What follows belongs to an exercise in optimizing a design on an open flow for small area; a production flow would make more cautious choices.
Where RTL was checked, it was by simulation tests only, not by an equivalence proof against the original.
Function not checked in run 2: the RTL went through the layout flow alone.
Power figures rest on the tool's default switching activity, not on a simulated workload.

==> design/flow/design.v <==
`timescale 1 ns/ 1 ps
module shift_concat(clk, rst, stall, data_in,  valid_bits, msg_fin, data_out, done);
  input clk;
  input rst;
  input stall;
  input [63:0] data_in;       	 
  input [6:0] valid_bits;     		 
  input msg_fin;              		 
  output done;                
  output [63:0] data_out;      
  reg [127:0] concatReg;     	 
  reg [5:0] totalValidBits; 			 
	reg msgFinReg;								 
	wire [127:0] shiftedZeroFilledInput;	 
	wire [127:0] ordInputWithPrevious;   
	wire [127:0] previous;										 
	wire [127:0] shiftedConcatReg;				 
	reg overflow;  															 
	wire [6:0] validAddition;									 
	wire [63:0] maskedInput	;								 
	assign shiftedZeroFilledInput = (maskedInput	 << totalValidBits);
	assign ordInputWithPrevious = shiftedZeroFilledInput | previous;
	assign previous = (overflow)? shiftedConcatReg : concatReg;
	assign shiftedConcatReg = (concatReg >> 7'd64);
	assign validAddition = ({1'b0,totalValidBits} + valid_bits);
	assign maskedInput	= data_in & ( 64'hffffffffffffffff >> (7'd64 - valid_bits));
	assign done = overflow;
	assign data_out = concatReg[63:0];
	always@(posedge clk, negedge rst) begin
    if( ~rst ) begin
			concatReg <= 128'd0;
		end else begin
			concatReg <= ordInputWithPrevious;
		end
  end
	always@(posedge clk, negedge rst) begin
    if( ~rst ) begin
			totalValidBits <= 6'd0;
		end else if(msgFinReg) begin
			totalValidBits <= valid_bits[5:0];
		end else begin
			totalValidBits <= validAddition[5:0];
		end
  end
	always@(posedge clk, negedge rst) begin
    if( ~rst ) begin
			overflow <= 1'd0;
		end else if(msgFinReg && totalValidBits != 6'd0) begin
			overflow <= 1'b1;
		end else begin
			overflow <= validAddition[6];
		end
  end
	always@(posedge clk, negedge rst) begin
    if( ~rst ) begin
			msgFinReg <= 1'd0;
		end else if (msg_fin) begin
			msgFinReg <= 1'b1;
		end else if (totalValidBits == 6'd0) begin
			msgFinReg <= 1'd0;
		end else begin
			msgFinReg <= msgFinReg ;
		end
  end
endmodule
==> design/flow/run.sh <==
#!/bin/bash
# synth_recipe.tcl (not shown) runs the flow's synth.tcl, then flattens the netlist and writes it again
# the make line also repeats each setting of config.mk as NAME=value (left out here)
make -C /OpenROAD-flow-scripts/flow DESIGN_CONFIG=/design/flow/config.mk WORK_HOME=/design/flow/orfs CLKGATE_MAP_FILE= SYNTH_SCRIPT=/design/flow/synth_recipe.tcl finish
==> design/flow/config.mk <==
export PLATFORM = sky130hd
export DESIGN_NAME = shift_concat
export DESIGN_NICKNAME = shift_concat
export VERILOG_FILES = /design/flow/design.v
export SDC_FILE = /design/flow/constraint.sdc
export NUM_CORES = 4
export LEC_CHECK = 0
export ABC_AREA = 1
export CAP_MARGIN = 20
export CORE_MARGIN = 2
export CORE_UTILIZATION = 40
export SLEW_MARGIN = 20
==> design/flow/constraint.sdc <==
create_clock -name core_clock -period 5.0 [get_ports {clk}]
set_input_delay 1.0000 -clock core_clock [delete_from_list [all_inputs] [get_ports {clk}]]
set_output_delay 1.0000 -clock core_clock [all_outputs]
set_load 0.01 [all_outputs]
==> results of run 1 <==
==> area by class of cell <==
type	instances	share of cell area [%]
timing repair buffer	155	11.2
sequential	136	25.1
clock buffer	17	3.13
clock inverter	15	1.09
multi-input combinational	1516	52.4
tap	390	3.59
inverter	124	3.43
antenna	1	0.0184
==> worst min-delay path by stage <==
stage,start,to,slack [ns],cells after the start
global placement,concatReg[98]$_DFF_PN0_,concatReg[98]$_DFF_PN0_,0.46,2
floorplan,concatReg[127]$_DFF_PN0_,concatReg[127]$_DFF_PN0_,0.45,2
global route,concatReg[97]$_DFF_PN0_,concatReg[97]$_DFF_PN0_,0.50,2
CTS,concatReg[109]$_DFF_PN0_,concatReg[109]$_DFF_PN0_,0.49,2
finish,concatReg[109]$_DFF_PN0_,concatReg[109]$_DFF_PN0_,0.48,2
detailed placement,concatReg[109]$_DFF_PN0_,concatReg[109]$_DFF_PN0_,0.47,2
==> per-layer routing <==
layer	wire (um)	GRT usage [%]	vias up	part of all wire [%]
li1	-	-	6548	-
met1	21000	41.9	6433	45
met2	21100	47.6	585	45
met3	3200	3.98	74	6.8
met4	1730	10.5	0	3.7
met5	0	0	-	0
==> synthesized netlist by cell type (all sizes together) (2+ instances only) <==
| cell type | instances | area share [%] |
|---|---|---|
| a21boi | 2 | 0.12 |
| o21ai | 87 | 3.6 |
| nand2 | 451 | 14 |
| o31ai | 5 | 0.31 |
| nand3 | 744 | 31 |
| nand4 | 29 | 1.5 |
| mux2i | 7 | 0.58 |
| ha | 11 | 1.1 |
| a21oi | 8 | 0.33 |
| dfrtp | 136 | 28 |
| o22ai | 6 | 0.31 |
| nor2 | 160 | 5.3 |
| buf | 136 | 7.0 |
| clkbuf | 69 | 2.1 |
| inv | 123 | 3.8 |
==> tightest hold or removal path: stages, from the launching register on <==
cell and delay [ns]:
dfrtp_1 0.34, nand2_1 0.06, nand2_1 0.05
==> sequential cells by signal, summed over array words and instances, names as in the netlist <==
| name | count |
|---|---|
| concatReg | 128 |
| totalValidBits | 6 |
| msgFinReg | 1 |
| overflow | 1 |
==> cell usage in the layout (no fill, tap or decap), drive strengths merged <==
| master | synthesis | layout |
|---|---|---|
| or2 | 1 | 1 |
| nor3 | 1 | 1 |
| buf | 136 | 18 |
| o32ai | 1 | 1 |
| clkdlybuf4s50 | 0 | 137 |
| nand2 | 451 | 451 |
| a211oi | 1 | 1 |
| clkinv | 1 | 5 |
| o21ai | 87 | 87 |
| clkinvlp | 0 | 2 |
| nor2 | 160 | 160 |
| nand3 | 744 | 744 |
| inv | 123 | 132 |
| diode | 0 | 1 |
| a21boi | 2 | 2 |
| ha | 11 | 11 |
| dfrtp | 136 | 136 |
| mux2i | 7 | 7 |
| and2 | 1 | 1 |
| o22ai | 6 | 6 |
| a21oi | 8 | 8 |
| fa | 1 | 1 |
| o31ai | 5 | 5 |
| nand4 | 29 | 29 |
| clkbuf | 69 | 17 |
==> power by group through the flow <==
stage	clock network (mW)	registers [mW]	logic, mW
3_3_place_gp	0	1.34	1.25
3_5_place_dp	0	1.35	1.26
4_1_cts	1.29	1.33	1.27
2_1_floorplan	0	1.30	0.870
6_report	1.27	1.32	1.28
5_1_grt	1.34	1.34	1.41
==> cell families (layout without fill, tap and decap cells) <==
group / count (synthesis) / in the layout / synth area share, %
adder cells (fa/ha/maj): 12 / 12 / 1.30
AND/OR/NAND/NOR: 1387 / 1387 / 52.1
AO/OA/AOI/OAI: 110 / 110 / 4.87
buffers and inverters: 329 / 311 / 13.0
flip-flops: 136 / 136 / 28.1
other: 0 / 1 / 0
multiplexers: 7 / 7 / 0.579
==> out/qor.txt, run 1 <==
Width of the die -> 178 um
Die H -> 178 um
First-pass GRT wire length -> 72.4 mm
NetSw -> 1.52 mW
Worst R2R Path Depth -> 9
Critical Path Start -> valid_bits[1]
Pre-CTS setup slack -> 0.450 ns
Max Slew Vio Count -> 0
Storage element area -> 3410 um2
HP Class -> reg2reg
Synth Register Bits -> 136
Power Density -> 285 nW/um2
Sw Ratio -> 39.1%
Post-synthesis area per instance -> 6.11 um2
Top delay family on crit path -> simple AND/OR/NAND/NOR gates
CP endpoint kind -> register
Number of synthesized flops with an enable pin -> 0
FP Rows -> 63
Drt pass-1 iters -> 6
Clock skew -> 0.0196 ns
Vias in the first global route -> 12.6k
Worst-Skew Late Latency -> 0.43 ns
Reg-to-Reg End -> concatReg[62]$_DFF_PN0_
Post-layout net count -> 2,037
Worst path cell trace -> clkdlybuf4s50_1 > inv_1 > ha_1 > inv_1 > ha_1 > inv_1 > nor2_1 > inv_1 > nand3_1 > nand2_1 > nor2_1 > nand3_1 > nand3_1 > nand3_1 > nand2_1 > nand2_1 > nand3_2 > nand3_1 > nand3_1
CP max stage delay -> 0.51 ns
Vias -> 13.6k
Syn Inst Count -> 1,981
Status -> timing/DRC/antenna clean
Setup_tns -> 0 ns
IO Count -> 140
Ys Warns -> 1
Most used cell, CP -> nand3_1
CTS Buffer Depth -> 2
Total die area -> 31,700 um2
Netlist cell types -> 33
Mapped Area -> 12,100 um2
Crit path kind -> in2reg
Cell Int Power -> 2.36 mW
Gr usage total -> 30.1%
Root buf cell -> clkbuf_16
Maximum clock rate -> 0.237 GHz
Share of cells above drive strength 1 -> 4.48%
Total power -> 3.87 mW
Worst-path maximum fanout -> 7
RSZ-0062 raised after global routing -> false
Share of the core filled with cells -> 45.7%
CP Buf/Inv Count -> 5
R2r setup slk -> 2.33 ns
Tcrit/Tclk final -> 84.4%
Core ar. -> 29,700 um2
Flop pwr share -> 34.2%
Multi-input gate area -> 7130 um2
DPL Wire Length -> 35.0 mm
Post-synth ARST share -> 100%
Post-DRT Antenna Nets -> 0
Initial antenna violation count -> 1
Overall routed net length -> 47.1 mm
Worst-path clk slew -> 0.07 ns
Post-detailed-route wirelength per cell -> 20.0 um
Post-route cell area -> 13,600 um2
Number of stages on the worst setup path -> 19
Post-CTS Resized -> 0
CTS tree -> done
Crit path to -> concatReg[54]$_DFF_PN0_
Post-Syn Nets -> 2,068
Vias per cell -> 5.79
Clock group share of total power -> 32.7%
Leak pwr -> 6.62 nW
Routability Congestion -> 0.962
Least-Margin Pin Slew -> 1.12 ns
Post-route worst setup slack -> 0.782 ns
Hold Buf Count CTS -> 0
CP max-delay cell -> clkdlybuf4s50_1
H-tree levels -> 4
Residual DRC count -> 0
Placed Instance Area -> 13,000 um2
Combinational group share of total power -> 33.1%
Number of fillers in the final layout -> 3,129
Rel. slew slack -> 25.1%
Max_cap viols -> 0
Final setup vio count -> 0
Initial core utilization -> 40.7%
Top FF cell, synth -> dfrtp_1
Final Hold Fails -> 0
Placed Cells -> 2,321
Inserted Clock Buffers -> 17
Maximum vdd drop -> 0.000191 V
Global route total overflow -> 0
WHS -> 0.483 ns
Post-CTS Setup Inserts -> 0
RR Startpoint -> totalValidBits[1]$_DFF_PN0_
Worst EP arrival -> 4.58 ns
Register area share after synthesis -> 28.1%
Port Buffers -> 138
Final cell count without fillers -> 2,354
Largest net degree at the start of global routing -> 101
Req. time, crit path -> 5.36 ns
Final min period -> 4.22 ns
Layout area overhead -> 12.3%
Critical Path Start Type -> primary input
1st-iter DRT viols -> 1,769
Clk sinks -> 136
==> inputs of run 2 (changes only) <==
==> design/flow/design.v (replaced) <==
`timescale 1 ns/ 1 ps
module sc_stage #(parameter K = 1, parameter W = 64, parameter FILL = 1'b0) (
  input  [W-1:0]   x,
  input            s,
  input            sn,
  output [W+K-1:0] y
);
  genvar i;
  generate
    for (i = 0; i < W + K; i = i + 1) begin : g
      wire a = (i < W) ? x[i] : FILL;
      wire b = (i >= K) ? x[i-K] : FILL;
      assign y[i] = ~((a | s) & (b | sn));
    end
  endgenerate
endmodule
module shift_concat(clk, rst, stall, data_in,  valid_bits, msg_fin, data_out, done);
  input clk;
  input rst;
  input stall;
  input [63:0] data_in;
  input [6:0] valid_bits;
  input msg_fin;
  output done;
  output [63:0] data_out;
  reg [63:0] lo;             
  reg [62:0] hi;             
  reg [5:0] totalValidBits;
  reg msgFinReg;
  reg overflow;
  reg live;                  
  wire [6:0] validAddition = {1'b0, totalValidBits} + valid_bits;
  wire vbok = ~valid_bits[6] | (valid_bits[5:0] == 6'd0);
  reg [63:0] inMask;
  integer j;
  always @* begin
    for (j = 0; j < 64; j = j + 1)
      inMask[j] = vbok & (valid_bits > j);
  end
  wire [63:0] maskedInputN = ~(data_in & inMask);
  wire [5:0] t = totalValidBits;
  wire [5:0] tn = ~totalValidBits;
  wire [64:0]  s0;    
  wire [66:0]  s1;    
  wire [70:0]  s2;    
  wire [78:0]  s3;    
  wire [94:0]  s4;    
  wire [126:0] s5;    
  sc_stage #(.K(1),  .W(64), .FILL(1'b1)) u0 (.x(maskedInputN), .s(t[0]), .sn(tn[0]), .y(s0));
  sc_stage #(.K(2),  .W(65), .FILL(1'b0)) u1 (.x(s0), .s(t[1]), .sn(tn[1]), .y(s1));
  sc_stage #(.K(4),  .W(67), .FILL(1'b1)) u2 (.x(s1), .s(t[2]), .sn(tn[2]), .y(s2));
  sc_stage #(.K(8),  .W(71), .FILL(1'b0)) u3 (.x(s2), .s(t[3]), .sn(tn[3]), .y(s3));
  sc_stage #(.K(16), .W(79), .FILL(1'b1)) u4 (.x(s3), .s(t[4]), .sn(tn[4]), .y(s4));
  sc_stage #(.K(32), .W(95), .FILL(1'b0)) u5 (.x(s4), .s(t[5]), .sn(tn[5]), .y(s5));
  wire [126:0] shifted = ~s5;
  wire [63:0] previous = overflow ? {1'b0, hi} : (live ? lo : 64'd0);
  assign done = overflow;
  assign data_out = lo;
  always @(posedge clk) begin
    lo <= shifted[63:0] | previous;
    hi <= shifted[126:64];
  end
  always @(posedge clk, negedge rst) begin
    if (~rst) begin
      totalValidBits <= 6'd0;
      overflow <= 1'b0;
      msgFinReg <= 1'b0;
      live <= 1'b0;
    end else begin
      live <= 1'b1;
      totalValidBits <= msgFinReg ? valid_bits[5:0] : validAddition[5:0];
      overflow <= (msgFinReg && totalValidBits != 6'd0) ? 1'b1 : validAddition[6];
      if (msg_fin)
        msgFinReg <= 1'b1;
      else if (totalValidBits == 6'd0)
        msgFinReg <= 1'b0;
    end
  end
endmodule
--- a/design/flow/config.mk
+++ b/design/flow/config.mk
@@ -7,3 +7,3 @@
 export LEC_CHECK = 0
-export ABC_AREA = 1
+export ABC_AREA = 0
 export CAP_MARGIN = 20
@@ -12 +12,2 @@
 export SLEW_MARGIN = 20
+export SYNTH_HIERARCHICAL = 1
==> run 2 against run 1 <==
Net effect: synthesized cell count down 39%; routed wire length down 27%; critical path depth down 7; first-iteration DRC count fell by 37%.
==> out/qor.txt, run 2 <==
Synth area leaders -> dfxtp_1 (27%), o22ai_1 (24%), o21ai_0 (5.1%)
1st-iter DRT viols -> 1,122
Hold_sp -> lo[63]$_DFF_P_
Worst-path maximum fanout -> 10
Number of fillers in the final layout -> 2,264
Die H -> 157 um
Port Buffers -> 138
Reg-to-Reg End -> lo[63]$_DFF_P_
Post-CTS Setup Inserts -> 0
First-pass GRT wire length -> 52.0 mm
Clk sinks -> 136
Maximum clock rate -> 0.228 GHz
Root buf cell -> clkbuf_16
Post-synth top cells -> o22ai_1 (351), dfxtp_1 (127), nand2_1 (103)
Post-CTS Resized -> 0
Worst-path clk slew -> 0.06 ns
Cell with the most instances after synthesis -> o22ai_1
N_diodes -> 0
Residual DRC count -> 0
Dominant cell type by area after synthesis -> dfxtp_1
RR Startpoint -> totalValidBits[0]$_DFF_PN0_
Req. time, crit path -> 5.30 ns
Number of synthesized flops with an enable pin -> 0
Overall routed net length -> 34.2 mm
DPL Wire Length -> 25.5 mm
Commonest non-fill, non-tap cells in the layout -> o22ai_1 (351), clkdlybuf4s50_1 (138), dfxtp_1 (127), nand2_1 (103), o21ai_0 (95)
Width of the die -> 157 um
Cell Int Power -> 2.57 mW
Hold Buf Count CTS -> 0
Crit path kind -> in2reg
FP Rows -> 55
Least-Margin Pin Slew -> 1.05 ns
Status -> timing/DRC/antenna clean
WHS Endpoint -> lo[63]$_DFF_P_
Post-layout net count -> 1,385
HP Class -> reg2reg
Gr usage total -> 27.8%
Clock skew -> 0.00749 ns
R2r setup slk -> 1.90 ns
Worst EP arrival -> 4.69 ns
Post-synth ARST share -> 6.62%
CP endpoint kind -> register
Drt pass-1 iters -> 6
Max Slew Vio Count -> 0
Initial core utilization -> 40.9%
Final Hold Fails -> 0
Synth top area share -> 27.3%
Final min period -> 4.39 ns
Global route total overflow -> 0
Hold path depth -> 2
Core ar. -> 22,800 um2
Critical Path Start -> valid_bits[5]
Routability Congestion -> 0.971
Leak pwr -> 4.39 nW
Share of cells above drive strength 1 -> 13.1%
Maximum vdd drop -> 0.000204 V
Complex-gate fraction of the synthesized area -> 43.4%
Total power -> 3.80 mW
Worst-Skew Late Latency -> 0.43 ns
Sw Ratio -> 32.2%
Initial antenna violation count -> 0
Final setup vio count -> 0
Vias -> 9,829
Post-Synth Adder-Cell Area -> 1.02%
Post-detailed-route wirelength per cell -> 21.0 um
Max_cap viols -> 0
Commonest non-fill, non-tap cell in the layout -> o22ai_1
Vias in the first global route -> 9,019
Power Density -> 335 nW/um2
Combinational group share of total power -> 30.4%
Synth Register Bits -> 136
Multiplexer area fraction after synthesis -> 0.349%
Ys Warns -> 7
Flop pwr share -> 34.3%
NetSw -> 1.22 mW
Clock group share of total power -> 35.4%
H-tree levels -> 4
Mapped Area -> 9320 um2
Xor/xnor share of the synthesized area -> 0.188%
CTS tree -> done
Worst R2R Path Depth -> 9
Largest registers -> lo: 64 flops, hi: 63 flops, totalValidBits: 6 flops
Post-Syn Nets -> 1,292
Most flop-heavy register -> lo
RSZ-0062 raised after global routing -> false
Total die area -> 24,500 um2
Rel. slew slack -> 29.8%
Netlist cell types -> 60
Setup_tns -> 0 ns
Max reg flops -> 64
Register area share after synthesis -> 29.7%
Vias per cell -> 6.03
Largest family of logic cells by synthesized area -> compound AO/OA/AOI/OAI gates
Post-DRT Antenna Nets -> 0
Largest net degree at the start of global routing -> 95
Inserted Clock Buffers -> 17
Tcrit/Tclk final -> 87.8%
Syn Inst Count -> 1,210
Layout area overhead -> 21.7%
CTS Buffer Depth -> 2
Post-synthesis area per instance -> 7.70 um2
Simple-gate share of the synthesized area -> 11.1%
IO Count -> 140
Critical Path Start Type -> primary input
Top FF cell, synth -> dfxtp_1
[run 2: routing by layer]
metal	routed length [um]	vias to the layer above	track usage, %
met2	15500	355	43.2
met1	15600	4570	38.5
met4	796	0	8.08
met3	2350	54	5.98
met5	0	-	0
li1	-	4850	-
[run 2: kinds of logic (layout without fill, tap and decap cells)]
| family | Yosys count | in the layout |
|---|---|---|
| AO/OA/AOI/OAI | 615 | 615 |
| flip-flops | 136 | 136 |
| multiplexers | 3 | 3 |
| XOR/XNOR | 2 | 2 |
| buffers and inverters | 216 | 322 |
| other | 1 | 1 |
| AND/OR/NAND/NOR | 230 | 230 |
| adder cells (fa/ha/maj) | 7 | 7 |
[run 2: area by class of cell]
class	count	area, um2	share of cell area (%)
multi-input combinational	858	5240	46.2
tap	313	392	3.45
sequential	136	2780	24.5
clock buffer	18	429	3.78
inverter	74	282	2.48
timing repair buffer	216	2030	17.9
clock inverter	14	198	1.74
[run 2: power by group through the flow]
stage / combinational [mW] / clock, mW / sequential, mW
finish: 1.15 / 1.34 / 1.30
global route: 1.24 / 1.41 / 1.31
CTS: 1.13 / 1.36 / 1.30
detailed placement: 1.13 / 0 / 1.32
global placement: 1.12 / 0 / 1.32
floorplan: 0.686 / 0 / 1.34
[run 2: critical path: stages]
cell	delay, ns
clkdlybuf4s50_1	0.72
buf_4	0.28
or3_1	0.43
o311ai_0	0.54
o22ai_1	0.21
o22ai_1	0.34
o22ai_1	0.19
o21ai_0	0.31
o22ai_1	0.22
buf_4	0.24
o21ai_2	0.10
o211ai_1	0.10
[run 2: worst max-delay path by stage]
stage / to / slack, ns / cells past startpoint
2_1_floorplan: lo[54]$_DFF_P_ / 1.81 / 12
3_3_place_gp: lo[23]$_DFF_P_ / 0.36 / 14
3_5_place_dp: lo[23]$_DFF_P_ / 0.35 / 12
4_1_cts: lo[23]$_DFF_P_ / 0.79 / 12
5_1_grt: lo[23]$_DFF_P_ / 0.51 / 14
6_report: lo[23]$_DFF_P_ / 0.61 / 12
[run 2: per-stage QoR]
step                      worst slack, ns  utilization [%]  cell area (um2)  hold slack (ns)  std cells
after floorplan                      1.81                -             9320            0.429       1210
after global placement              0.365             47.1            10700            0.440       1597
after detailed placement            0.354             47.1            10700            0.443       1597
after CTS                           0.792             49.8            11300            0.452       1629
after global routing                0.507             49.8            11300            0.474       1629
final                               0.610             49.8            11300            0.453       1629
==> inputs of run 3 (changes only) <==
--- a/design/flow/design.v
+++ b/design/flow/design.v
@@ -10,5 +10,11 @@
     for (i = 0; i < W + K; i = i + 1) begin : g
-      wire a = (i < W) ? x[i] : FILL;
-      wire b = (i >= K) ? x[i-K] : FILL;
-      assign y[i] = ~((a | s) & (b | sn));
+      if (i < K) begin : lo_fill
+        if (FILL) assign y[i] = ~x[i] & sn;
+        else      assign y[i] = ~(x[i] & sn);
+      end else if (i >= W) begin : hi_fill
+        if (FILL) assign y[i] = ~x[i-K] & s;
+        else      assign y[i] = ~(x[i-K] & s);
+      end else begin : mux
+        assign y[i] = ~((x[i] | s) & (x[i-K] | sn));
+      end
     end
@@ -26,3 +32,3 @@
   reg [63:0] lo;             
-  reg [62:0] hi;             
+  reg [62:0] hiN;            
   reg [5:0] totalValidBits;
@@ -54,4 +60,3 @@
   sc_stage #(.K(32), .W(95), .FILL(1'b0)) u5 (.x(s4), .s(t[5]), .sn(tn[5]), .y(s5));
-  wire [126:0] shifted = ~s5;
-  wire [63:0] previous = overflow ? {1'b0, hi} : (live ? lo : 64'd0);
+  wire [63:0] previous = overflow ? {1'b0, ~hiN} : (live ? lo : 64'd0);
   assign done = overflow;
@@ -59,4 +64,4 @@
   always @(posedge clk) begin
-    lo <= shifted[63:0] | previous;
-    hi <= shifted[126:64];
+    lo <= ~s5[63:0] | previous;
+    hiN <= s5[126:64];
   end
--- a/design/flow/config.mk
+++ b/design/flow/config.mk
@@ -11,2 +11,5 @@
 export CORE_UTILIZATION = 40
+export CTS_BUF_LIST = sky130_fd_sc_hd__clkbuf_8
+export CTS_CLUSTER_SIZE = 30
+export GPL_TIMING_DRIVEN = 0
 export SLEW_MARGIN = 20
==> run 3 against run 2 <==
Net effect: non-clock buffer count is 56 higher; sequential share of layout area shrank 0.58 points; routed wire length grew 25%; sequential power is essentially flat; critical path depth unchanged; global-route usage is 6.2 points higher.
==> out/qor.txt, run 3 <==
Syn Inst Count -> 1,205
Ys Warns -> 7
CTS Buffer Depth -> 2
Register area share after synthesis -> 29.4%
Clk sinks -> 136
Port Buffers -> 138
RSZ-0062 raised after global routing -> false
DPL Wire Length -> 34.8 mm
Commonest non-fill, non-tap cells in the layout -> o22ai_1 (323), nand2_1 (191), clkdlybuf4s50_1 (138), dfxtp_1 (127), nor2b_1 (92)
Layout area overhead -> 22.9%
Commonest non-fill, non-tap cell in the layout -> o22ai_1
Maximum vdd drop -> 0.000120 V
Final setup vio count -> 0
Clock skew -> 0.0169 ns
Maximum clock rate -> 0.210 GHz
Synth area leaders -> dfxtp_1 (27%), o22ai_1 (21%), nand2_1 (7.6%)
Post-CTS Resized -> 0
Total die area -> 24,800 um2
IO Count -> 140
1st-iter DRT viols -> 1,041
Status -> timing/DRC/antenna clean
Post-Syn Nets -> 1,287
Crit path kind -> in2reg
Hold_sp -> lo[63]$_DFF_P_
Largest net degree at the start of global routing -> 17
Synth Register Bits -> 136
Worst-Skew Late Latency -> 0.46 ns
Met2 WL -> 19.8 mm
Vias -> 10.6k
CTS tree -> done
Max reg flops -> 64
HP Class -> reg2reg
Mapped Area -> 9420 um2
Final min period -> 4.76 ns
Residual DRC count -> 0
Root buf cell -> clkbuf_8
Gr usage total -> 33.9%
DRT met1 WL -> 17.2 mm
Post-detailed-route wirelength per cell -> 25.2 um
Tcrit/Tclk final -> 95.2%
Post-synth ARST share -> 6.62%
Cell with the most instances after synthesis -> o22ai_1
Routability Congestion -> 1.07
Rel. slew slack -> 33.2%
Core ar. -> 23,300 um2
Vias in the first global route -> 10.1k
Critical Path Start -> valid_bits[2]
Post-layout net count -> 1,444
Post-route cell area -> 11,600 um2
Global route total overflow -> 0
Post-synthesis area per instance -> 7.82 um2
Hold Buf Count CTS -> 0
Req. time, crit path -> 5.36 ns
Final cell count without fillers -> 1,694
Share of cells above drive strength 1 -> 15.2%
Max Slew Vio Count -> 0
Number of fillers in the final layout -> 2,347
Post-synth top cells -> o22ai_1 (323), nand2_1 (191), dfxtp_1 (127)
H-tree levels -> 4
Least-Margin Pin Slew -> 0.995 ns
Initial antenna violation count -> 0
Placed Instance Area -> 11,200 um2
CP max stage delay -> 0.82 ns
Worst-path clk slew -> 0.10 ns
Storage element area -> 2770 um2
Pre-CTS setup slack -> -0.0475 ns
WHS -> 0.447 ns
N_diodes -> 0
Synth top area share -> 27.0%
Die H -> 157 um
RR Startpoint -> totalValidBits[0]$_DFF_PN0_
Drt pass-1 iters -> 6
Largest registers -> lo: 64 flops, hiN: 63 flops, totalValidBits: 6 flops
Top Metal Used -> met4
Worst path cell trace -> clkdlybuf4s50_1 > buf_2 > nor3_1 > a21boi_0 > o311ai_0 > o22ai_1 > o22ai_1 > o22ai_1 > o22ai_1 > o22ai_1 > o22ai_2 > nand2_1
Dominant cell type by area after synthesis -> dfxtp_1
Setup_tns -> 0 ns
Vias per cell -> 6.26
Worst EP arrival -> 5.13 ns
Number of synthesized flops with an enable pin -> 0
FP Rows -> 56
Power Density -> 294 nW/um2
Met3 WL -> 2.90 mm
Netlist cell types -> 54
Post-DRT Antenna Nets -> 0
Multi-input gate area -> 5620 um2
Overall routed net length -> 42.6 mm
Worst-path maximum fanout -> 10
Most flop-heavy register -> lo
CP endpoint kind -> register
Top FF cell, synth -> dfxtp_1
Initial core utilization -> 40.5%
Critical Path Start Type -> primary input
CP max-delay cell -> nor3_1
Final Hold Fails -> 0
Placed Cells -> 1,662
Most used cell, CP -> o22ai_1
Post-route worst setup slack -> 0.238 ns
Post-CTS Setup Inserts -> 0
Leak pwr -> 4.31 nW
Width of the die -> 157 um
R2r setup slk -> 2.42 ns
Max_cap viols -> 0
Inserted Clock Buffers -> 17
First-pass GRT wire length -> 62.2 mm
## run 3: cell types whose count changed in the layout (fill, tap and decap cells not counted), moves of 18 or more
cell      delta
nand2_1     +88
buf_6       +36
nor2_1      -46
a21oi_1     +58
buf_4       -54
a22oi_1     -60
nor2b_1     +90
inv_1       -59
clkbuf_8    +18
o22ai_2     +28
o21ai_0     -63
clkbuf_1    +18
o22ai_1     -28
buf_2       +49
## run 3: area by class of cell
class | count | share of cell area (%)
Timing Repair Buffer | 138 | 11.9
Tap cell | 319 | 3.45
Sequential cell | 136 | 23.9
Multi-Input combinational cell | 923 | 48.5
Inverter | 12 | 0.389
Buffer | 134 | 8.53
Clock inverter | 14 | 1.10
Clock buffer | 18 | 2.14
## run 3: final timing paths
check | to | depth (start not counted)
max in group asynchronous | totalValidBits[0]$_DFF_PN0_ | 1
hold reg to reg | lo[63]$_DFF_P_ | 2
min in group asynchronous | live$_DFF_PN0_ | 1
setup reg to reg | lo[55]$_DFF_P_ | 9
setup / recovery | lo[42]$_DFF_P_ | 12
hold / removal | lo[63]$_DFF_P_ | 2
## run 3: cells by family (layout without fill, tap and decap cells)
kind of cell,Yosys count,after routing,synth area share (%)
fa+ha+maj,7,7,1.01
simple gates,381,381,19.7
flops,136,136,29.4
other cells,1,1,0.0398
xor+xnor,2,2,0.186
buf+inv,146,316,11.0
compound gates,529,529,38.4
mux,3,3,0.345
## run 3: metal layers
layer  vias up  global-route usage (%)
met5         -                       0
met4         0                    20.1
met3       164                    4.54
met2       651                    57.7
met1      4901                    40.8
li1       4881                       -
## run 3: per-stage QoR
step           util (%)  power, mW
2_1_floorplan         -       2.00
3_3_place_gp       48.1       2.49
3_5_place_dp       48.1       2.49
4_1_cts            49.8       3.38
5_1_grt            49.8       3.54
6_report           49.8       3.40
## run 3: power by group
part           internal (mW)  leakage [nW]  total (mW)  switching (mW)
clock                  0.378         0.187       0.903           0.525
combinational          0.523          2.96        1.22           0.699
sequential              1.22          1.16        1.28          0.0597
## run 3: critical path: cells and delay by family
family / cells / cell delay (ns)
simple gates: 2 / 0.88
compound gates: 8 / 2.22
buf+inv: 2 / 1.02
==> inputs of run 4 (changes only) <==
--- a/design/flow/config.mk
+++ b/design/flow/config.mk
@@ -11,5 +11,2 @@
 export CORE_UTILIZATION = 40
-export CTS_BUF_LIST = sky130_fd_sc_hd__clkbuf_8
-export CTS_CLUSTER_SIZE = 30
-export GPL_TIMING_DRIVEN = 0
 export SLEW_MARGIN = 20
==> run 4 against run 3 <==
Net effect: combinational power fell by 15%; global-route usage fell by 9.1 points; sequential power about the same; fmax increased by 15%; critical endpoint is now hiN[18]$_DFF_P_; largest cell class unchanged; highest routed layer unchanged.
==> out/qor.txt, run 4 <==
Status -> timing/DRC/antenna clean
Storage element area -> 2780 um2
Met1 Track Usage GR -> 35.7%
N_diodes -> 0
Root buf cell -> clkbuf_16
Power Density -> 330 nW/um2
Worst-path clk slew -> 0.06 ns
Placed Cells -> 1,556
Combinational group share of total power -> 28.5%
Core ar. -> 23,300 um2
Crit path kind -> in2reg
HP Class -> reg2reg
Setup_tns -> 0 ns
Largest registers -> lo: 64 flops, hiN: 63 flops, totalValidBits: 6 flops
Post-synthesis area per instance -> 7.82 um2
CP max-delay cell -> clkdlybuf4s50_1
Worst path cell trace -> clkdlybuf4s50_1 > and2b_1 > nand2_1 > or3_1 > o2111ai_1 > o22ai_1 > o22ai_1 > o22ai_1 > o22ai_1 > and2b_1 > o22ai_1
Residual DRC count -> 0
Post-CTS Resized -> 0
Vias -> 9,699
Routability Congestion -> 0.962
Global route total overflow -> 0
H-tree levels -> 4
Clock group share of total power -> 35.5%
Die H -> 157 um
Top FF cell, synth -> dfxtp_1
Initial antenna violation count -> 0
Worst R2R Path Depth -> 8
Post-DRT Antenna Nets -> 0
Register area share after synthesis -> 29.4%
Final Hold Fails -> 0
Layer with the highest usage -> met2
Overall routed net length -> 31.4 mm
CTS tree -> done
Commonest non-fill, non-tap cell in the layout -> o22ai_1
Top delay family on crit path -> compound AO/OA/AOI/OAI gates
CTS Buffer Depth -> 2
Number of synthesized flops with an enable pin -> 0
Netlist cell types -> 54
Crit path to -> hiN[18]$_DFF_P_
Worst-path maximum fanout -> 15
CP endpoint kind -> register
Most used cell, CP -> o22ai_1
Final cell count without fillers -> 1,588
CP max stage delay -> 0.71 ns
Hold Buf Count CTS -> 0
IO Count -> 140
Tcrit/Tclk final -> 82.8%
Worst-Skew Late Latency -> 0.42 ns
Clk sinks -> 136
Clock skew -> 0.0140 ns
Req. time, crit path -> 5.33 ns
Vias per cell -> 6.11
Cell with the most instances after synthesis -> o22ai_1
Post-route worst setup slack -> 0.860 ns
Reg-to-Reg End -> hiN[10]$_DFF_P_
Met3 track demand over resource -> 3.83%
RSZ-0062 raised after global routing -> false
R2r setup slk -> 1.82 ns
Drt pass-1 iters -> 5
Final min period -> 4.14 ns
Syn Inst Count -> 1,205
Maximum clock rate -> 0.242 GHz
Number of stages on the worst setup path -> 11
Post-layout net count -> 1,338
Multi-input gate area -> 5630 um2
Dominant cell type by area after synthesis -> dfxtp_1
Inserted Clock Buffers -> 17
Flop pwr share -> 36.0%
Synth top area share -> 27.0%
Number of fillers in the final layout -> 2,350
Post-Syn Nets -> 1,287
Final setup vio count -> 0
Post-synth top cells -> o22ai_1 (323), nand2_1 (191), dfxtp_1 (127)
Rel. slew slack -> 31.2%
Gr usage total -> 24.8%
First-pass GRT wire length -> 47.7 mm
Layout area overhead -> 17.3%
NetSw -> 1.15 mW
Synth area leaders -> dfxtp_1 (27%), o22ai_1 (21%), nand2_1 (7.6%)
Synth Register Bits -> 136
Post-detailed-route wirelength per cell -> 19.8 um
1st-iter DRT viols -> 946
Largest net degree at the start of global routing -> 82
Worst EP arrival -> 4.47 ns
Initial core utilization -> 40.5%
CP Buf/Inv Count -> 1
Post-synth ARST share -> 6.62%
Least-Margin Pin Slew -> 1.03 ns
Total die area -> 24,800 um2
Cell Int Power -> 2.50 mW
Max reg flops -> 64
DPL Wire Length -> 23.2 mm
Share of cells above drive strength 1 -> 10.3%
RR Startpoint -> totalValidBits[0]$_DFF_PN0_
Mapped Area -> 9420 um2
GR Layer Usage met2 -> 37.7%
FP Rows -> 56
Maximum vdd drop -> 0.000232 V
Post-CTS Setup Inserts -> 0
Sw Ratio -> 31.5%
Max Slew Vio Count -> 0
Vias in the first global route -> 8,513
Critical Path Start -> valid_bits[6]
Port Buffers -> 138
Pre-CTS setup slack -> 0.582 ns
Ys Warns -> 7
Width of the die -> 157 um
Max_cap viols -> 0
Most flop-heavy register -> lo
Commonest non-fill, non-tap cells in the layout -> o22ai_1 (323), nand2_1 (191), clkdlybuf4s50_1 (138), dfxtp_1 (127), nor2b_1 (91)
Leak pwr -> 3.95 nW
Critical Path Start Type -> primary input
==> run 4: cell counts after synthesis <==
No cell type changed its count.
==> run 4: worst min-delay path by stage <==
stage | slack (ns) | startpoint | depth (start not counted) | end
final | 0.44 | lo[63]$_DFF_P_ | 2 | lo[63]$_DFF_P_
after global routing | 0.46 | lo[63]$_DFF_P_ | 2 | lo[63]$_DFF_P_
after CTS | 0.45 | lo[63]$_DFF_P_ | 2 | lo[63]$_DFF_P_
after detailed placement | 0.44 | lo[63]$_DFF_P_ | 2 | lo[63]$_DFF_P_
after global placement | 0.44 | lo[63]$_DFF_P_ | 2 | lo[63]$_DFF_P_
after floorplan | 0.47 | lo[63]$_DFF_P_ | 2 | lo[63]$_DFF_P_
==> run 4: area by class of cell <==
type                    instances  share of cell area [%]
well taps                     319                    3.61
clock buffers                  21                    4.17
inverters                      12                   0.419
repair buffers                166                    14.4
flip-flops and latches        136                    25.2
clock inverters                11                    1.32
multi-input cells             923                    50.9
==> run 4: layer usage <==
| metal | part of all wire (%) | vias up |
|---|---|---|
| met5 | 0 | - |
| li1 | - | 4657 |
| met1 | 47 | 4483 |
| met2 | 42 | 511 |
| met3 | 7.7 | 48 |
| met4 | 2.9 | 0 |
==> run 4: worst register-to-register path: stages, from the launching register on <==
cell	delay, ns
dfrtp_2	1.03
inv_1	0.10
buf_4	0.33
o22ai_1	0.31
o22ai_1	0.20
o22ai_1	0.37
o22ai_1	0.19
o22ai_1	0.36
o22ai_2	0.13
==> run 4: cell families (layout without fill, tap and decap cells) <==
family,after synthesis,count (layout),share of synthesized area [%]
adders and majority gates,7,7,1.01
xor gates and xnor gates,2,2,0.186
and+or+nand+nor,381,381,19.7
muxes,3,3,0.345
DFF,136,136,29.4
buffers and inverters,146,210,11.0
other,1,1,0.0398
AOI/OAI and AO/OA,529,529,38.4
==> run 4: power by group through the flow <==
stage               sequential (mW)  combinational, mW  clock (mW)
floorplan                      1.33              0.664           0
global placement               1.33               1.01           0
detailed placement             1.34               1.02           0
CTS                            1.31               1.02        1.31
global route                   1.33               1.11        1.36
finish                         1.31               1.04        1.29
==> run 4: metrics by stage <==
| stage | total power [mW] | util, % | area (um2) | hold slack, ns |
|---|---|---|---|---|
| after global placement | 2.35 | 44.9 | 10400 | 0.438 |
| after CTS | 3.65 | 47.5 | 11000 | 0.449 |
| after floorplan | 2.00 | - | 9420 | 0.467 |
| after detailed placement | 2.36 | 44.9 | 10400 | 0.440 |
| after global routing | 3.81 | 47.5 | 11000 | 0.465 |
| final | 3.65 | 47.5 | 11000 | 0.443 |
==> inputs of run 5 (changes only) <==
--- a/design/flow/design.v
+++ b/design/flow/design.v
@@ -11,6 +11,6 @@
       if (i < K) begin : lo_fill
-        if (FILL) assign y[i] = ~x[i] & sn;
+        if (FILL) assign y[i] = ~(x[i] | s);
         else      assign y[i] = ~(x[i] & sn);
       end else if (i >= W) begin : hi_fill
-        if (FILL) assign y[i] = ~x[i-K] & s;
+        if (FILL) assign y[i] = ~(x[i-K] | sn);
         else      assign y[i] = ~(x[i-K] & s);
@@ -18,2 +18,35 @@
         assign y[i] = ~((x[i] | s) & (x[i-K] | sn));
+      end
+    end
+  endgenerate
+endmodule
+module sc_mask (
+  input  [63:0] d,
+  input  [7:0]  gtH,
+  input  [7:0]  eqH,
+  input  [7:0]  gtL,
+  output [63:0] yn
+);
+  genvar j;
+  generate
+    for (j = 0; j < 64; j = j + 1) begin : g
+      assign yn[j] = ~((d[j] & gtH[j/8]) | (d[j] & eqH[j/8] & gtL[j%8]));
+    end
+  endgenerate
+endmodule
+module sc_merge (
+  input  [63:0] sn,
+  input  [62:0] hiN,
+  input  [63:0] lo,
+  input         ovN,
+  input         selLo,
+  output [63:0] y
+);
+  genvar i;
+  generate
+    for (i = 0; i < 64; i = i + 1) begin : g
+      if (i < 63) begin : with_hi
+        assign y[i] = ~((ovN | hiN[i]) & sn[i] & ~(selLo & lo[i]));
+      end else begin : no_hi
+        assign y[i] = ~(sn[i] & ~(selLo & lo[i]));
       end
@@ -38,10 +71,16 @@
   wire [6:0] validAddition = {1'b0, totalValidBits} + valid_bits;
-  wire vbok = ~valid_bits[6] | (valid_bits[5:0] == 6'd0);
-  reg [63:0] inMask;
+  wire [2:0] uh = valid_bits[5:3];
+  wire [2:0] ul = valid_bits[2:0];
+  wire vbZero = (valid_bits[5:0] == 6'd0);
+  reg [7:0] gtH, eqH, gtL;
   integer j;
   always @* begin
-    for (j = 0; j < 64; j = j + 1)
-      inMask[j] = vbok & (valid_bits > j);
+    for (j = 0; j < 8; j = j + 1) begin
+      gtH[j] = valid_bits[6] ? vbZero : (uh > j);
+      eqH[j] = ~valid_bits[6] & (uh == j);
+      gtL[j] = (ul > j);
+    end
   end
-  wire [63:0] maskedInputN = ~(data_in & inMask);
+  wire [63:0] maskedInputN;
+  sc_mask um (.d(data_in), .gtH(gtH), .eqH(eqH), .gtL(gtL), .yn(maskedInputN));
   wire [5:0] t = totalValidBits;
@@ -60,3 +99,4 @@
   sc_stage #(.K(32), .W(95), .FILL(1'b0)) u5 (.x(s4), .s(t[5]), .sn(tn[5]), .y(s5));
-  wire [63:0] previous = overflow ? {1'b0, ~hiN} : (live ? lo : 64'd0);
+  wire [63:0] loNext;
+  sc_merge umg (.sn(s5[63:0]), .hiN(hiN), .lo(lo), .ovN(~overflow), .selLo(~overflow & live), .y(loNext));
   assign done = overflow;
@@ -64,3 +104,3 @@
   always @(posedge clk) begin
-    lo <= ~s5[63:0] | previous;
+    lo <= loNext;
     hiN <= s5[126:64];
==> design/flow/flow/run.sh (new file) <==
#!/bin/bash
# Layout flow: the standard layout (standard.sh) with these changes:
#  - synthesis is the standard flow's own script (synth_recipe.tcl) with ABC's mapping step
#    run as an area-oriented script (flow/abc_area_map.script); the registers
#    and their names are those of the standard synthesis;
#  - the input and output ports are buffered with buf_1 cells;
#  - clock tree synthesis uses clkbuf_8 buffers and no dummy loads.
# Each ORFS step writes its full log under orfs/logs/; make's own output goes
# to layout.log in the work folder.
set -euo pipefail
W=$(pwd)
F=$W/flow
{ sed "s#@ABC_SCRIPT@#$F/abc_area_map.script#" "$F/abc_override.tcl"; cat "$W/synth_recipe.tcl"; } > "$W/synth_area.tcl"
sed "s#SYNTH_SCRIPT=[^ ]*#SYNTH_SCRIPT=$W/synth_area.tcl#" "$W/standard.sh" > "$W/layout.sh"
grep -q "SYNTH_SCRIPT=$W/synth_area.tcl" "$W/layout.sh"
export BUFFER_PORTS_ARGS="-buffer_cell sky130_fd_sc_hd__buf_1"
export CTS_ARGS="-sink_clustering_enable -repair_clock_nets -dont_use_dummy_load -buf_list sky130_fd_sc_hd__clkbuf_8"
bash "$W/layout.sh" finish > "$W/layout.log" 2>&1
==> design/flow/flow/abc_area_map.script (new file) <==
strash
dch
map -a
==> design/flow/flow/abc_override.tcl (new file) <==
proc abc {args} {
  set i [lsearch -exact $args -script]
  if {$i >= 0} { lset args [expr {$i + 1}] @ABC_SCRIPT@ }
  yosys abc {*}$args
}
==> design/flow/standard.sh (new file) <==
#!/bin/bash
# synth_recipe.tcl (not shown) runs the flow's synth.tcl, then flattens the netlist and writes it again
# the make line also repeats each setting of config.mk as NAME=value (left out here)
make -C /OpenROAD-flow-scripts/flow DESIGN_CONFIG=/design/flow/config.mk WORK_HOME=/design/flow/orfs CLKGATE_MAP_FILE= SYNTH_SCRIPT=/design/flow/synth_recipe.tcl "${@:-finish}"
removed: design/flow/run.sh
==> run 5 against run 4 <==
Net effect: area after synthesis shrank 21%; first-iteration DRC count shrank 7.7%; via count shrank 9.7%; sequential power is essentially flat; synthesized cell count shrank 16%; combinational power shrank 26%; clock power shrank 49%; sequential cell count is the same; global-route usage grew 1.7 points; core utilization is essentially flat.
==> out/qor.txt, run 5 <==
Max_cap viols -> 0
Final Hold Fails -> 0
Total die area -> 19,700 um2
Synth area leaders -> dfxtp_1 (34%), o22ai_1 (32%), nand2_1 (8.3%)
Synth Register Bits -> 136
Power Density -> 315 nW/um2
Max reg flops -> 64
Initial antenna violation count -> 0
Top FF cell, synth -> dfxtp_1
1st-iter DRT viols -> 873
Total power -> 2.71 mW
Netlist cell types -> 21
FP Rows -> 49
Least-Margin Pin Slew -> 1.08 ns
Placed Instance Area -> 8360 um2
DPL Wire Length -> 19.4 mm
Storage element area -> 2780 um2
Maximum vdd drop -> 0.000152 V
CTS tree -> done
CTS Buffer Depth -> 2
Flop pwr share -> 47.1%
Inserted Clock Buffers -> 17
Hold path depth -> 1
NetSw -> 926 uW
Cell Int Power -> 1.78 mW
Critical Path Start -> valid_bits[5]
Worst-Skew Late Latency -> 0.45 ns
Vias in the first global route -> 7,585
RSZ-0062 raised after global routing -> false
Post-detailed-route wirelength per cell -> 19.0 um
Largest registers -> lo: 64 flops, hiN: 63 flops, totalValidBits: 6 flops
Worst-path maximum fanout -> 8
Port Buffers -> 138
Share of cells above drive strength 1 -> 3.49%
N_diodes -> 0
Ys Warns -> 7
Overall routed net length -> 26.7 mm
Commonest non-fill, non-tap cell in the layout -> o22ai_1
Combinational group share of total power -> 28.4%
Tcrit/Tclk final -> 75.0%
Mapped Area -> 7440 um2
Post-CTS Resized -> 0
Clock group share of total power -> 24.4%
RR Startpoint -> totalValidBits[0]$_DFF_PN0_
Routability Congestion -> 0.987
Max Slew Vio Count -> 0
Post-synth top cells -> o22ai_1 (378), nand2_1 (165), dfxtp_1 (127)
HP Class -> reg2reg
Die H -> 140 um
Reg-to-Reg End -> lo[58]$_DFF_P_
Syn Inst Count -> 1,008
Width of the die -> 140 um
Drt pass-1 iters -> 6
R2r setup slk -> 2.03 ns
Post-synthesis area per instance -> 7.38 um2
Largest net degree at the start of global routing -> 80
Commonest non-fill, non-tap cells in the layout -> o22ai_1 (378), nand2_1 (165), buf_1 (138), dfxtp_1 (127), nor2_1 (118)
Multi-input gate area -> 4530 um2
Most flop-heavy register -> lo
Leak pwr -> 2.71 nW
Post-CTS Setup Inserts -> 0
Global route total overflow -> 0
Post-route cell area -> 8600 um2
H-tree levels -> 4
Vias -> 8,761
Setup_tns -> 0 ns
First-pass GRT wire length -> 41.1 mm
Number of fillers in the final layout -> 1,923
Post-DRT Antenna Nets -> 0
Sw Ratio -> 34.2%
Cell with the most instances after synthesis -> o22ai_1
Post-Syn Nets -> 1,090
Worst-path clk slew -> 0.08 ns
Maximum clock rate -> 0.267 GHz
Dominant cell type by area after synthesis -> dfxtp_1
Worst EP arrival -> 4.13 ns
Number of synthesized flops with an enable pin -> 0
Req. time, crit path -> 5.38 ns
Hold_sp -> hiN[8]$_DFF_P_
Synth top area share -> 34.2%
Layout area overhead -> 15.5%
Rel. slew slack -> 28.2%
Root buf cell -> clkbuf_8
IO Count -> 140
Post-layout net count -> 1,260
Critical Path Start Type -> primary input
Worst R2R Path Depth -> 8
Post-synth ARST share -> 6.62%
Initial core utilization -> 41.2%
CP endpoint kind -> register
Final min period -> 3.75 ns
Vias per cell -> 6.24
Core ar. -> 18,100 um2
Register area share after synthesis -> 37.2%
Hold Buf Count CTS -> 0
Status -> timing/DRC/antenna clean
Clock skew -> 0.0189 ns
Clk sinks -> 136
Residual DRC count -> 0
Crit path kind -> in2reg
WHS Endpoint -> lo[8]$_DFF_P_
Final setup vio count -> 0
Gr usage total -> 26.5%
## run 5: worst max-delay path, stage by stage
cell      delay [ns]
buf_1           0.19
nor2_1          0.18
clkinv_1        0.12
nor2_1          0.11
clkinv_1        0.08
nor3_1          0.68
o21ai_0         0.26
o22ai_1         0.24
o22ai_1         0.17
o22ai_1         0.43
o22ai_1         0.17
o22ai_1         0.25
o22ai_1         0.12
o211ai_1        0.11
## run 5: metal layers
metal / wire length (um) / up-vias / track usage, %
li1: - / 4371 / -
met1: 12300 / 3986 / 37.6
met2: 11700 / 361 / 40.6
met3: 2060 / 43 / 5.20
met4: 609 / 0 / 8.35
met5: 0 / - / 0
## run 5: cells by family after synthesis
| family | Yosys count | synth area share (%) |
|---|---|---|
| buffers and inverters | 40 | 2.02 |
| flip-flops | 136 | 37.2 |
| XOR/XNOR | 4 | 0.471 |
| adder cells (fa/ha/maj) | 7 | 1.28 |
| AND/OR/NAND/NOR | 294 | 15.0 |
| other | 2 | 0.101 |
| AO/OA/AOI/OAI | 525 | 43.9 |
## run 5: worst max-delay path by stage
stage | end | slack (ns) | cells after the start
4_1_cts | lo[57]$_DFF_P_ | 1.43 | 14
5_1_grt | lo[51]$_DFF_P_ | 1.02 | 12
3_3_place_gp | lo[57]$_DFF_P_ | 0.97 | 14
2_1_floorplan | lo[32]$_DFF_P_ | 0.38 | 3
3_5_place_dp | lo[57]$_DFF_P_ | 0.95 | 14
6_report | lo[57]$_DFF_P_ | 1.25 | 14
## run 5: metrics by stage
stage | util (%) | instances | worst slack (ns) | hold slack, ns
after detailed placement | 46.2 | 1388 | 0.947 | 0.416
after global routing | 47.5 | 1405 | 1.02 | 0.419
after global placement | 46.2 | 1388 | 0.968 | 0.412
after floorplan | - | 1008 | 0.380 | 0.410
after CTS | 47.5 | 1405 | 1.43 | 0.408
final | 47.5 | 1405 | 1.25 | 0.400
## run 5: layout make-up
| class | instances | area share (%) |
|---|---|---|
| repair buffers | 152 | 7.25 |
| well taps | 229 | 3.33 |
| clock buffers | 17 | 2.72 |
| multi-input cells | 832 | 52.7 |
| flip-flops and latches | 136 | 32.3 |
| inverters | 39 | 1.72 |
## run 5: power by group through the flow
stage	registers, mW	logic [mW]	clock network, mW
global route	1.29	0.838	0.734
global placement	1.30	0.749	0
detailed placement	1.30	0.752	0
CTS	1.28	0.755	0.690
finish	1.28	0.769	0.662
floorplan	1.37	0.436	0
## run 5: modules after synthesis, one instance, submodules excluded, a selection
module / copies in the design / flops+latches / cells inside
shift_concat: 1 / 136 / 232
sc_merge: 1 / 0 / 128
sc_mask: 1 / 0 / 144
==> inputs of run 6 (changes only) <==
--- a/design/flow/design.v
+++ b/design/flow/design.v
@@ -25,4 +25,4 @@
   input  [7:0]  gtH,
-  input  [7:0]  eqH,
-  input  [7:0]  gtL,
+  input  [7:0]  geH,
+  input  [6:0]  gtL,
   output [63:0] yn
@@ -32,3 +32,7 @@
     for (j = 0; j < 64; j = j + 1) begin : g
-      assign yn[j] = ~((d[j] & gtH[j/8]) | (d[j] & eqH[j/8] & gtL[j%8]));
+      if (j % 8 == 7) begin : top
+        assign yn[j] = ~(d[j] & gtH[j/8]);
+      end else begin : mid
+        assign yn[j] = ~(d[j] & geH[j/8] & (gtH[j/8] | gtL[j%8]));
+      end
     end
@@ -74,3 +78,4 @@
   wire vbZero = (valid_bits[5:0] == 6'd0);
-  reg [7:0] gtH, eqH, gtL;
+  reg [7:0] gtH, geH;
+  reg [6:0] gtL;
   integer j;
@@ -79,8 +84,9 @@
       gtH[j] = valid_bits[6] ? vbZero : (uh > j);
-      eqH[j] = ~valid_bits[6] & (uh == j);
+      geH[j] = valid_bits[6] ? vbZero : (uh >= j);
+    end
+    for (j = 0; j < 7; j = j + 1)
       gtL[j] = (ul > j);
-    end
   end
   wire [63:0] maskedInputN;
-  sc_mask um (.d(data_in), .gtH(gtH), .eqH(eqH), .gtL(gtL), .yn(maskedInputN));
+  sc_mask um (.d(data_in), .gtH(gtH), .geH(geH), .gtL(gtL), .yn(maskedInputN));
   wire [5:0] t = totalValidBits;
--- a/design/flow/flow/run.sh
+++ b/design/flow/flow/run.sh
@@ -6,3 +6,3 @@
 #  - the input and output ports are buffered with buf_1 cells;
-#  - clock tree synthesis uses clkbuf_8 buffers and no dummy loads.
+#  - clock tree synthesis uses clkbuf_8 buffers, clusters of up to 40 sinks and no dummy loads.
 # Each ORFS step writes its full log under orfs/logs/; make's own output goes
@@ -16,3 +16,3 @@
 export BUFFER_PORTS_ARGS="-buffer_cell sky130_fd_sc_hd__buf_1"
-export CTS_ARGS="-sink_clustering_enable -repair_clock_nets -dont_use_dummy_load -buf_list sky130_fd_sc_hd__clkbuf_8"
+export CTS_ARGS="-sink_clustering_enable -repair_clock_nets -dont_use_dummy_load -buf_list sky130_fd_sc_hd__clkbuf_8 -sink_clustering_size 40 -sink_clustering_max_diameter 200"
 bash "$W/layout.sh" finish > "$W/layout.log" 2>&1
==> run 6 against run 5 <==
Net effect: critical endpoint is now lo[33]$_DFF_P_; register-to-register slack lost 0.15 ns; die area shrank 2.5%; still clean; synthesized cell count fell by 8.2%; largest cell class unchanged.
==> out/qor.txt, run 6 <==
Residual DRC count -> 0
CTS tree -> done
Register area share after synthesis -> 38.2%
Setup_tns -> 0 ns
Commonest non-fill, non-tap cell in the layout -> o22ai_1
Top FF cell, synth -> dfxtp_1
Max_cap viols -> 0
Inserted Clock Buffers -> 17
Simple-gate share of the synthesized area -> 11.8%
Maximum vdd drop -> 0.000151 V
Syn Inst Count -> 925
Hold path depth -> 1
Leak pwr -> 2.57 nW
Sw Ratio -> 33.3%
1st-iter DRT viols -> 762
CTS Buffer Depth -> 2
IO Count -> 140
Hold Buf Count CTS -> 0
Drt pass-1 iters -> 5
Tcrit/Tclk final -> 77.8%
Combinational group share of total power -> 27.1%
H-tree levels -> 4
Post-synth top cells -> o22ai_1 (378), nand2_1 (173), dfxtp_1 (127)
DPL Wire Length -> 18.3 mm
Clock group share of total power -> 24.5%
Status -> timing/DRC/antenna clean
Netlist cell types -> 20
Post-synthesis area per instance -> 7.84 um2
CP endpoint kind -> register
Global route total overflow -> 0
Most flop-heavy register -> lo
Cell with the most instances after synthesis -> o22ai_1
RSZ-0062 raised after global routing -> false
Die H -> 139 um
Post-DRT Antenna Nets -> 0
Clock skew -> 0.0211 ns
FP Rows -> 49
Worst-path maximum fanout -> 15
Core ar. -> 17,900 um2
Worst path cell trace -> buf_1 > nor2_1 > nand2_1 > nor2_1 > clkinv_1 > nor2_1 > buf_4 > clkinv_1 > nand2_1 > o211ai_1 > o22ai_1 > o22ai_1 > o22ai_1 > o22ai_1 > o22ai_1 > o22ai_1 > o211ai_1
Critical Path Start -> valid_bits[4]
Width of the die -> 139 um
Initial antenna violation count -> 0
Multiplexer area fraction after synthesis -> 0%
Largest family of logic cells by synthesized area -> compound AO/OA/AOI/OAI gates
Largest registers -> lo: 64 flops, hiN: 63 flops, totalValidBits: 6 flops
Vias -> 8,435
RR Startpoint -> totalValidBits[0]$_DFF_PN0_
Gr usage total -> 25.0%
Final Hold Fails -> 0
Post-Synth Adder-Cell Area -> 1.31%
Worst R2R Path Depth -> 9
Post-synth ARST share -> 6.62%
Vias in the first global route -> 7,454
Worst-path clk slew -> 0.07 ns
Least-Margin Pin Slew -> 1.07 ns
Synth top area share -> 35.0%
Worst EP arrival -> 4.25 ns
Overall routed net length -> 25.0 mm
Post-detailed-route wirelength per cell -> 18.9 um
Commonest non-fill, non-tap cells in the layout -> o22ai_1 (378), nand2_1 (173), buf_1 (138), dfxtp_1 (127), o211ai_1 (120)
Hold_sp -> hiN[30]$_DFF_P_
Final min period -> 3.89 ns
CP max stage delay -> 0.46 ns
Mapped Area -> 7250 um2
Root buf cell -> clkbuf_8
Max Slew Vio Count -> 0
WHS -> 0.412 ns
Post-CTS Setup Inserts -> 0
Number of fillers in the final layout -> 1,879
Post-CTS Resized -> 0
Critical Path Start Type -> primary input
Ys Warns -> 7
CP max-delay cell -> nand2_1
Complex-gate fraction of the synthesized area -> 46.6%
Max reg flops -> 64
Synth Register Bits -> 136
Maximum clock rate -> 0.257 GHz
Most used cell, CP -> o22ai_1
NetSw -> 888 uW
First-pass GRT wire length -> 38.8 mm
Cell Int Power -> 1.78 mW
Total die area -> 19,200 um2
Dominant cell type by area after synthesis -> dfxtp_1
Flop pwr share -> 48.4%
Final setup vio count -> 0
Synth area leaders -> dfxtp_1 (35%), o22ai_1 (33%), o211ai_1 (12%)
Post-layout net count -> 1,179
N_diodes -> 0
Req. time, crit path -> 5.36 ns
Port Buffers -> 138
Routability Congestion -> 1.04
Vias per cell -> 6.37
Worst-Skew Late Latency -> 0.44 ns
Crit path kind -> in2reg
Layout area overhead -> 16.6%
Rel. slew slack -> 28.6%
Initial core utilization -> 40.5%
Largest net degree at the start of global routing -> 80
Number of synthesized flops with an enable pin -> 0
HP Class -> reg2reg
Clk sinks -> 136
Post-Syn Nets -> 1,007
Power Density -> 315 nW/um2
Xor/xnor share of the synthesized area -> 0.483%
Share of cells above drive strength 1 -> 4.57%
==> run 6: cell count changes after synthesis, sizes merged <==
| cell | before | now |
|---|---|---|
| conb | 2 | 1 |
| nor4 | 1 | 0 |
| clkinv | 39 | 23 |
| nand2 | 165 | 173 |
| nand4 | 2 | 1 |
| nor2 | 119 | 50 |
| a21oi | 7 | 8 |
| buf | 1 | 8 |
| nand3 | 3 | 2 |
| nor3 | 4 | 1 |
| o211ai | 64 | 120 |
| o21ai | 72 | 9 |
==> run 6: worst max-delay path, delay by kind of cell <==
kind | cells | cell delay [ns]
AOI/OAI and AO/OA | 8 | 1.71
buffers and inverters | 4 | 0.59
and+or+nand+nor | 5 | 0.95
==> run 6: routing by layer <==
layer	part of all wire [%]	track usage, %	wire length [um]	vias up
met4	2.2	8.03	554	0
met5	0	0	0	-
met2	42	36.8	10400	353
met3	8.3	4.49	2080	37
met1	48	37.0	11900	3860
li1	-	-	-	4185
==> run 6: cells by family (layout without fill, tap and decap cells) <==
group | Yosys count | after routing
DFF | 136 | 136
and+or+nand+nor | 227 | 227
xor gates and xnor gates | 4 | 4
AOI/OAI and AO/OA | 519 | 519
adders and majority gates | 7 | 7
other | 1 | 1
buffers and inverters | 31 | 201
==> run 6: final timing paths <==
kind,endpoint,slack [ns]
worst max-delay path,lo[33]$_DFF_P_,1.11
worst min-delay path,lo[30]$_DFF_P_,0.41
worst max register to register,lo[33]$_DFF_P_,1.88
worst min register to register,lo[30]$_DFF_P_,0.41
max in group asynchronous,totalValidBits[1]$_DFF_PN0_,4.13
min in group asynchronous,totalValidBits[5]$_DFF_PN0_,0.50
==> run 6: metrics by stage <==
step | util (%) | total power, mW | std cells | setup slack [ns] | instance area (um2)
floorplan | - | 1.79 | 925 | 0.380 | 7250
global route | 47.2 | 2.82 | 1324 | 0.798 | 8460
detailed placement | 45.9 | 2.02 | 1306 | 0.639 | 8210
CTS | 47.2 | 2.68 | 1323 | 1.10 | 8440
global placement | 45.9 | 2.01 | 1306 | 0.681 | 8210
finish | 47.2 | 2.66 | 1324 | 1.11 | 8460
==> run 6: layout make-up <==
type	count	area (um2)	share of cell area [%]
Tap cell	229	287	3.39
Multi-Input combinational cell	758	4380	51.8
Clock buffer	17	234	2.77
Inverter	23	87.6	1.04
Sequential cell	136	2780	32.8
Timing Repair Buffer	161	691	8.17
==> run 6: power by group through the flow <==
stage               Clock [mW]  Sequential [mW]  Combinational (mW)
floorplan                    0             1.37               0.418
global placement             0             1.31               0.703
detailed placement           0             1.31               0.707
CTS                      0.680             1.29               0.710
global route             0.725             1.31               0.791
finish                   0.652             1.29               0.723
==> run 6: Yosys stat by module (local to each module, per instance), excerpt <==
module	flops+latches	cells	cell area, um2	copies in the design
shift_concat	136	229	3250	1
sc_merge	0	128	717	1
sc_mask	0	64	450	1
==> inputs of run 7 (changes only) <==
--- a/design/flow/flow/run.sh
+++ b/design/flow/flow/run.sh
@@ -16,3 +16,3 @@
 export BUFFER_PORTS_ARGS="-buffer_cell sky130_fd_sc_hd__buf_1"
-export CTS_ARGS="-sink_clustering_enable -repair_clock_nets -dont_use_dummy_load -buf_list sky130_fd_sc_hd__clkbuf_8 -sink_clustering_size 40 -sink_clustering_max_diameter 200"
+export CTS_ARGS="-sink_clustering_enable -repair_clock_nets -dont_use_dummy_load -buf_list sky130_fd_sc_hd__clkbuf_4"
 bash "$W/layout.sh" finish > "$W/layout.log" 2>&1
==> run 7 against run 6 <==
Net effect: still clean; synthesized cell count is the same; clock skew grew 0.018 ns; worst hold slack lost 0.0091 ns; sequential power is essentially flat; design area shrank 1.2%; clock power shrank 25%; register-to-register slack gained 0.04 ns; clock-buffer cell count is the same; global-route usage is essentially flat; core utilization shrank 0.58 points; fmax grew 2.1%; critical endpoint is now lo[59]$_DFF_P_; highest routed layer unchanged.
==> out/qor.txt, run 7 <==
Status -> timing/DRC/antenna clean
Global route total overflow -> 0
First-pass GRT wire length -> 38.8 mm
Largest registers -> lo: 64 flops, hiN: 63 flops, totalValidBits: 6 flops
Synth Register Bits -> 136
Met1 Track Usage GR -> 37.2%
Number of synthesized flops with an enable pin -> 0
Final Hold Fails -> 0
Syn Inst Count -> 925
CP Buf/Inv Count -> 4
CTS Buffer Depth -> 2
CP max stage delay -> 0.48 ns
Crit path kind -> in2reg
Netlist cell types -> 20
Vias in the first global route -> 7,438
Commonest non-fill, non-tap cells in the layout -> o22ai_1 (378), nand2_1 (173), buf_1 (138), dfxtp_1 (127), o211ai_1 (120)
Post-DRT Antenna Nets -> 0
Core ar. -> 17,900 um2
Least-Margin Pin Slew -> 1.07 ns
Reg-to-Reg End -> lo[49]$_DFF_P_
Commonest non-fill, non-tap cell in the layout -> o22ai_1
Initial antenna violation count -> 1
FP Rows -> 49
HP Class -> in2async
Tcrit/Tclk final -> 76.2%
Total power -> 2.50 mW
CTS tree -> done
Post-detailed-route wirelength per cell -> 18.8 um
R2r setup slk -> 1.92 ns
Hold Buf Count CTS -> 0
Maximum clock rate -> 0.262 GHz
Storage element area -> 2780 um2
Max_cap viols -> 0
Number of fillers in the final layout -> 1,902
Top FF cell, synth -> dfxtp_1
Power Density -> 299 nW/um2
IO Count -> 140
Layout area overhead -> 15.1%
CP endpoint kind -> register
Synth area leaders -> dfxtp_1 (35%), o22ai_1 (33%), o211ai_1 (12%)
Mapped Area -> 7250 um2
Largest net degree at the start of global routing -> 80
Worst-Skew Late Latency -> 0.54 ns
Max Slew Vio Count -> 0
Root buf cell -> clkbuf_4
Met3 track demand over resource -> 4.49%
Die H -> 139 um
Inserted Clock Buffers -> 17
Most used cell, CP -> o22ai_1
Clk sinks -> 136
Drt pass-1 iters -> 6
Worst-path maximum fanout -> 15
Gr usage total -> 25.0%
Share of cells above drive strength 1 -> 4.57%
Layer with the highest usage -> met1
Leak pwr -> 2.52 nW
Final setup vio count -> 0
CP max-delay cell -> nand2_1
Most flop-heavy register -> lo
Overall routed net length -> 24.9 mm
Vias -> 8,465
Multi-input gate area -> 4380 um2
Post-route cell area -> 8350 um2
Cell with the most instances after synthesis -> o22ai_1
Critical Path Start Type -> primary input
Post-CTS Setup Inserts -> 0
Synth top area share -> 35.0%
RR Startpoint -> totalValidBits[0]$_DFF_PN0_
Initial core utilization -> 40.5%
GR Layer Usage met2 -> 36.6%
Register area share after synthesis -> 38.2%
Post-synth top cells -> o22ai_1 (378), nand2_1 (173), dfxtp_1 (127)
Total die area -> 19,200 um2
Worst EP arrival -> 4.26 ns
Post-layout net count -> 1,179
Max reg flops -> 64
Ys Warns -> 7
Setup_tns -> 0 ns
Post-CTS Resized -> 0
Clock skew -> 0.0392 ns
Req. time, crit path -> 5.45 ns
Vias per cell -> 6.39
Top delay family on crit path -> compound AO/OA/AOI/OAI gates
Width of the die -> 139 um
Dominant cell type by area after synthesis -> dfxtp_1
Worst path cell trace -> buf_1 > nor2_1 > nand2_1 > nor2_1 > clkinv_1 > nor2_1 > buf_4 > clkinv_1 > nand2_1 > o211ai_1 > o22ai_1 > o22ai_1 > o22ai_1 > o22ai_1 > o22ai_1 > o22ai_1 > o211ai_1
RSZ-0062 raised after global routing -> false
Rel. slew slack -> 28.8%
Post-Syn Nets -> 1,007
Worst R2R Path Depth -> 9
Maximum vdd drop -> 0.000140 V
Post-synth ARST share -> 6.62%
Final min period -> 3.81 ns
DPL Wire Length -> 18.3 mm
1st-iter DRT viols -> 808
Routability Congestion -> 1.04
Worst-path clk slew -> 0.09 ns
H-tree levels -> 4
Port Buffers -> 138
Residual DRC count -> 0
Placed Instance Area -> 8210 um2
Post-synthesis area per instance -> 7.84 um2
==> run 7: kinds of logic (layout without fill, tap and decap cells) <==
logic type	Yosys count	in the layout	synth area share, %
AO/OA/AOI/OAI	519	519	46.6
flip-flops	136	136	38.2
XOR/XNOR	4	4	0.483
other	1	2	0.0517
buffers and inverters	31	201	1.60
AND/OR/NAND/NOR	227	227	11.8
adder cells (fa/ha/maj)	7	7	1.31
==> run 7: worst max-delay path by stage <==
stage | startpoint | end | slack (ns) | cells past startpoint
floorplan | totalValidBits[5]$_DFF_PN0_ | lo[32]$_DFF_P_ | 0.38 | 3
finish | valid_bits[4] | lo[59]$_DFF_P_ | 1.19 | 17
global placement | valid_bits[1] | lo[48]$_DFF_P_ | 0.68 | 17
global route | valid_bits[1] | lo[48]$_DFF_P_ | 0.91 | 17
CTS | valid_bits[1] | lo[59]$_DFF_P_ | 1.21 | 17
detailed placement | valid_bits[1] | lo[59]$_DFF_P_ | 0.64 | 17
==> run 7: metrics by stage <==
step / hold WS [ns] / utilization (%) / cells / setup WS [ns]
after floorplan: 0.410 / - / 925 / 0.380
after global placement: 0.411 / 45.9 / 1306 / 0.681
after detailed placement: 0.416 / 45.9 / 1306 / 0.639
after CTS: 0.377 / 46.6 / 1323 / 1.21
after global routing: 0.392 / 46.7 / 1325 / 0.913
final: 0.403 / 46.7 / 1325 / 1.19
==> run 7: worst reg2reg max path: stages (launching register included) <==
cell and delay (ns):
dfrtp_2 0.38, clkinv_1 0.66, buf_4 0.54, o22ai_1 0.32, o22ai_1 0.19, o22ai_1 0.29, o22ai_1 0.14, o22ai_1 0.25
o22ai_1 0.13, o211ai_1 0.13
==> run 7: report_power, final <==
group / switching [mW] / internal, mW / total (mW)
sequential: 0.0722 / 1.21 / 1.29
combinational: 0.463 / 0.260 / 0.723
clock: 0.334 / 0.155 / 0.489
==> run 7: area by class of cell <==
type	instances	area share, %
multi-input combinational	758	52.5
antenna	1	0.0300
tap	229	3.43
inverter	23	1.05
sequential	136	33.2
clock buffer	17	1.53
timing repair buffer	161	8.27
==> run 7: routing by layer <==
layer  wire [um]  vias to the layer above
li1            -                     4199
met1       12000                     3881
met2       10500                      345
met3        1840                       40
met4         564                        0
met5           0                        -
==> run 7: modules after synthesis, one instance, submodules excluded, excerpt <==
module	cell area, um2	cells	copies in the design	flip-flops and latches
shift_concat	3250	229	1	136
sc_merge	717	128	1	0
sc_mask	450	64	1	0

## afterwards: timing with drivers on the ports
The flow's constraints put no driver on any port. The routed layouts listed below were extracted and timed again, unchanged, in two steps.
Step 1 assumes that a clkbuf_16 drives the clock port and a buf_2 every other input.
Step 2 times the ports against the registers' clock, not the clock port: input delays grow and output delays shrink by t, the midpoint of the rising clock arrivals with the driver on.
Three values: no drivers, after step 1, after step 2; two values: the first two.
run	t, ns	setup WS [ns]	worst slew at a driven data input, ns
run 1	0.478	0.782 / 0.810 / 0.332	0.04
run 2	0.467	0.610 / 0.631 / 0.165	0.05
run 3	0.502	0.238 / 0.259 / -0.242	0.06
run 4	0.466	0.860 / 0.889 / 0.423	0.04
run 5	0.481	1.252 / 1.273 / 0.792	0.03
run 6	0.473	1.110 / 1.124 / 0.651	0.04
run 7	0.561	1.190 / 1.202 / 0.641	0.04
With both steps, setup timing fails in run 3, where it was met with ideal ports. For run 7, which loses most, drivers alone change the setup slack by +0.012 ns; drivers and shift together by -0.549 ns.
